Background: an optimization exercise with open tools, aiming at small area, a short achievable clock period and few clock cycles per item. Do not read the settings as production practice.
The RTL was checked by simulation tests, not by an equivalence proof against the original design.

==> flow/design.v <==
module sdiv_unit #(parameter STEP = 4) (
		input clk,
		input rst,
		input [63 : 0] data_in_bus,
		input [1 : 0] valid_in_bus,
		output [1 : 0] ready_in_bus,
		output [31 : 0] data_out_bus,
		output [0 : 0] valid_out_bus,
		input [0 : 0] ready_out_bus
);
	localparam NCH = 32 / STEP;           
	localparam CW = 3;                    
	reg [31:0] ia, ib;
	reg fa, fb;           
	reg rdy_a, rdy_b;     
	reg iter;
	reg [30:0] rem;       
	reg [31:0] aq;        
	reg [31:0] bd;        
	reg [CW-1:0] cnt;     
	reg qneg;
	reg [1:0] nq;         
	reg vout;             
	reg hnz;              
	reg [31:0] odat;      
	assign ready_in_bus = {rdy_b, rdy_a};
	assign valid_out_bus = vout;
	assign data_out_bus = odat;
	function [32:0] bkadd(input [32:0] x, input [32:0] y, input ci);
		reg [32:0] g, p, p0;
		integer d, i;
		begin
			p0 = x ^ y;
			g = x & y;
			p = p0;
			g[0] = g[0] | (p[0] & ci);
			for (d = 1; d < 33; d = d * 2)
				for (i = 2 * d - 1; i < 33; i = i + 2 * d) begin
					g[i] = g[i] | (p[i] & g[i - d]);
					p[i] = p[i] & p[i - d];
				end
			for (d = 16; d >= 1; d = d / 2)
				for (i = 3 * d - 1; i < 33; i = i + 2 * d) begin
					g[i] = g[i] | (p[i] & g[i - d]);
					p[i] = p[i] & p[i - d];
				end
			bkadd = p0 ^ {g[31:0], ci};
		end
	endfunction
	function [31:0] cneg(input [31:0] x, input c);
		reg [31:0] o;
		integer d, i;
		begin
			o = {x[30:0], 1'b0};    
			for (d = 1; d < 32; d = d * 2)
				for (i = 31; i >= d; i = i - 1)
					o[i] = o[i] | o[i - d];
			cneg = x ^ ({32{c}} & o);
		end
	endfunction
	function [5:0] blen(input [31:0] x);
		integer i;
		begin
			blen = 6'd0;
			for (i = 0; i < 32; i = i + 1)
				if (x[i]) blen = i + 1;
		end
	endfunction
	wire aneg = ia[31];
	wire [31:0] absa = cneg(ia, aneg);
	wire [31:0] bx = ib ^ {32{ib[31]}};   
	wire [5:0] la = blen(absa);
	wire [5:0] lb = blen(bx);
	wire qzero = (la < lb);                       
	wire [6:0] nqb = la - lb + 1;                 
	wire [6:0] nqc = (nqb > 32) ? 7'd32 : nqb;
	wire [CW:0] nch = (nqc + STEP - 1) / STEP;    
	wire [CW-1:0] shc = NCH - nch;                
	wire [63:0] fun = {32'd0, absa} << (shc * STEP);
	wire bneg = bd[31];
	reg [30:0] r_i;
	reg [31:0] q_i;
	reg [32:0] t;
	wire [32:0] dneg = {1'b1, bd ^ {32{~bneg}}};    
	integer k;
	always @(*) begin
		r_i = rem;
		q_i = aq;
		for (k = 0; k < STEP; k = k + 1) begin
			t = bkadd({1'b0, r_i, q_i[31]}, dneg, ~bneg);
			r_i = t[32] ? {r_i[29:0], q_i[31]} : t[30:0];
			q_i = {q_i[30:0], ~t[32]};
		end
	end
	wire take_a = valid_in_bus[0] & rdy_a;
	wire take_b = valid_in_bus[1] & rdy_b;
	wire take_o = vout & ready_out_bus[0];
	wire last = iter & (cnt == 0);
	wire nzw = last & (nq == 2'd0);    
	wire unit_free = ~iter | nzw;
	wire consume = fa & fb & unit_free & (~qzero | (nq != 2'd3));
	wire start = consume & ~qzero;     
	wire zw = consume & qzero;         
	wire fa_n = (fa & ~consume) | take_a;
	wire fb_n = (fb & ~consume) | take_b;
	wire iter_n = start | (iter & ~nzw);
	wire [CW-1:0] cnt_n = start ? nch - 1'b1 : (iter & ~last) ? cnt - 1'b1 : cnt;
	wire [1:0] nq_s = nq + nzw + zw;
	wire [1:0] nq_t = nq_s - 1'b1;
	wire [1:0] nq_n = take_o ? nq_t : nq_s;
	wire last_n = iter_n & (cnt_n == 0);
	wire sure_s = (~iter_n & (nq_s != 2'd3)) | (last_n & (nq_s == 2'd0));
	wire sure_t = (~iter_n & (nq_t != 2'd3)) | (last_n & (nq_t == 2'd0));
	wire sure_n = take_o ? sure_t : sure_s;
	always @(posedge clk, posedge rst)
		if (rst) begin
			fa <= 1'b0;
			fb <= 1'b0;
			rdy_a <= 1'b0;
			rdy_b <= 1'b0;
			iter <= 1'b0;
			nq <= 2'd0;
			vout <= 1'b0;
			hnz <= 1'b0;
		end else begin
			fa <= fa_n;
			fb <= fb_n;
			rdy_a <= ~fa_n | (fb_n & sure_n);
			rdy_b <= ~fb_n | (fa_n & sure_n);
			iter <= iter_n;
			nq <= nq_n;
			vout <= take_o ? (nq_t != 2'd0) : (nq_s != 2'd0);
			hnz <= nzw | (hnz & ~take_o);
		end
	always @(posedge clk) begin
		if (~fa | consume) ia <= data_in_bus[31:0];
		if (~fb | consume) ib <= data_in_bus[63:32];
		cnt <= cnt_n;
		if (start) begin
			qneg <= ia[31] ^ ib[31];
			bd <= ib;
			rem <= fun[62:32];
			aq <= fun[31:0];
		end else if (iter & ~last) begin
			rem <= r_i;
			aq <= q_i;
		end
		if (nzw) odat <= cneg(q_i, qneg);
		else if ((take_o & hnz) | (zw & (nq == 2'd0))) odat <= 32'd0;
	end
endmodule
==> flow/config.mk <==
export PLATFORM = sky130hd
export DESIGN_NAME = sdiv_unit
export DESIGN_NICKNAME = sdiv_unit
export VERILOG_FILES = /design/flow/design.v
export SDC_FILE = /design/flow/constraint.sdc
export NUM_CORES = 4
export LEC_CHECK = 0
export CAP_MARGIN = 20
export CORE_MARGIN = 2
export CORE_UTILIZATION = 65
export SLEW_MARGIN = 20
==> flow/constraint.sdc <==
create_clock -name core_clock -period 110.0 [get_ports {clk}]
set_input_delay 22.0000 -clock core_clock [delete_from_list [all_inputs] [get_ports {clk}]]
set_output_delay 22.0000 -clock core_clock [all_outputs]
set_load 0.01 [all_outputs]
standard.sh (not shown) runs the stock make flow with config.mk's settings and CLKGATE_MAP_FILE= SYNTH_SCRIPT=/design/flow/synth_recipe.tcl, a recipe that flattens the netlist after the stock synthesis.
==> flow/flow/run.sh <==
#!/bin/bash
# The standard layout (the standard.sh, standard synthesis unchanged), with every port
# buffered by a plain sky130 buf_1 instead of the buffer the resizer picks by default, and a
# clock tree of clkbuf_16 leaves over clusters of up to 30 sinks, without dummy loads.
set -euo pipefail
bash standard.sh \
  'BUFFER_PORTS_ARGS=-buffer_cell sky130_fd_sc_hd__buf_1' \
  'CTS_ARGS=-sink_clustering_enable -repair_clock_nets -dont_use_dummy_load -buf_list sky130_fd_sc_hd__clkbuf_16 -sink_clustering_size 20 -sink_clustering_max_diameter 80' \
  finish > flow_make.log 2>&1
The starting point finished clean.
Testbench counts at the start, summed over its fixed seeds: cycles 27,301, items 12,000.
Change:
--- a/flow/flow/run.sh
+++ b/flow/flow/run.sh
@@ -7,3 +7,4 @@
   'BUFFER_PORTS_ARGS=-buffer_cell sky130_fd_sc_hd__buf_1' \
-  'CTS_ARGS=-sink_clustering_enable -repair_clock_nets -dont_use_dummy_load -buf_list sky130_fd_sc_hd__clkbuf_16 -sink_clustering_size 20 -sink_clustering_max_diameter 80' \
+  'CTS_ARGS=-sink_clustering_enable -repair_clock_nets -dont_use_dummy_load -buf_list sky130_fd_sc_hd__clkbuf_16 -sink_clustering_size 30 -sink_clustering_max_diameter 100' \
+  RECOVER_POWER=50 \
   finish > flow_make.log 2>&1
After rerunning: The changed run reached the layout checks and failed them: max-capacitance violations, max-slew violations. Setup slack degrades by 33 ps. Die area stays the same. Global-route usage hardly moves. Sequential cell count does not change. Fmax is about the same. Utilization drops by 0.36 points. Synthesized area stays the same. Final cell count hardly moves.

========
RTL: the design.v shown in full above, as it stands there.
Settings: LEC_CHECK=0, CAP_MARGIN=20, CORE_MARGIN=2, CORE_UTILIZATION=65, SLEW_MARGIN=20; clock period 110.0 ns.
==> flow/flow/run.sh <==
#!/bin/bash
# The standard layout (the standard.sh, standard synthesis unchanged), with every port
# buffered by a plain sky130 buf_1 instead of the buffer the resizer picks by default, and a
# clock tree of clkbuf_16 leaves over clusters of up to 20 sinks, without dummy loads.
set -euo pipefail
bash standard.sh \
  'BUFFER_PORTS_ARGS=-buffer_cell sky130_fd_sc_hd__buf_1' \
  'CTS_ARGS=-sink_clustering_enable -repair_clock_nets -dont_use_dummy_load -buf_list sky130_fd_sc_hd__clkbuf_16 -sink_clustering_size 20 -sink_clustering_max_diameter 80' \
  finish > flow_make.log 2>&1
Testbench counts at the start, summed over its fixed seeds: cycles 27,301, items 12,000.
Change:
==> flow/flow/run.sh (replaced) <==
#!/bin/bash
# The standard layout (the standard.sh, standard synthesis unchanged), with every port
# buffered by a plain sky130 buf_1 instead of the buffer the resizer picks by default, and a
# clock tree of clkbuf_16 leaves over clusters of up to 30 sinks, without dummy loads.
set -euo pipefail
bash standard.sh \
  'BUFFER_PORTS_ARGS=-buffer_cell sky130_fd_sc_hd__buf_1' \
  'CTS_ARGS=-sink_clustering_enable -repair_clock_nets -dont_use_dummy_load -buf_list sky130_fd_sc_hd__clkbuf_16 -sink_clustering_size 30 -sink_clustering_max_diameter 100' \
  finish > flow_make.log 2>&1
Area after synthesis is unchanged.
Hold slack hardly moves.
Wire length rose slightly.
Non-clock buffer count is unchanged.
Critical path depth does not change.
Final area is lower slightly.
Via count rises slightly.
Utilization goes down by 0.28 points.
Fmax barely changes.
Flip-flop and latch count does not change.
Change:
==> flow/flow/run.sh (replaced) <==
#!/bin/bash
# The standard layout (the standard.sh, standard synthesis unchanged), with every port
# buffered by a plain sky130 buf_1 instead of the buffer the resizer picks by default, and a
# clock tree of clkbuf_16 leaves over clusters of up to 20 sinks, without dummy loads.
set -euo pipefail
bash standard.sh \
  'BUFFER_PORTS_ARGS=-buffer_cell sky130_fd_sc_hd__buf_1' \
  'CTS_ARGS=-sink_clustering_enable -repair_clock_nets -dont_use_dummy_load -buf_list sky130_fd_sc_hd__clkbuf_16 -sink_clustering_size 20 -sink_clustering_max_diameter 80' \
  finish > flow_make.log 2>&1
Settings changed: CORE_UTILIZATION 65 to 75, PLACE_DENSITY set to 0.8.
Outcome: Count of clock-buffer cells in the layout came out higher by 3. Area after synthesis stays the same. Fmax hardly moves. Via count came out higher by 1.8%. Utilization came out higher by 11 points. First-iteration DRC count came out higher by 5.1%. Die area came out lower by 13%.

==> afterwards: timing with drivers on the ports <==
Ports are ideal in the flow. The routed layouts listed here were re-timed in OpenROAD. Step 1 (the two cells are an assumption about what drives the block):
set clk [get_ports {clk}]
set_driving_cell -lib_cell sky130_fd_sc_hd__clkbuf_16 $clk
set_driving_cell -lib_cell sky130_fd_sc_hd__buf_2 [delete_from_list [all_inputs] $clk]
Step 2 moves the port delays by t, midway between the first and last clock arrival at a register: inputs arrive t later, outputs are due t later. That takes back most of the time a late clock gives input paths. a / b / c = ideal / step 1 / step 2; a / b = the first two.
| run | shift t [ns] | setup slack, ns | worst setup path after step 2 |
|---|---|---|---|
| the first run of note 1 | 0.528 | 86.964 / 86.914 / 86.904 | input to register |
| the second run of note 1 | 0.526 | 86.931 / 86.881 / 86.909 | input to register |
| the first run of note 2 | 0.528 | 86.964 / 86.914 / 86.904 | input to register |
| the second run of note 2 | 0.525 | 86.934 / 86.883 / 86.933 | input to register |
| the third run of note 2 | 0.516 | 86.980 / 86.932 / 86.940 | input to register |
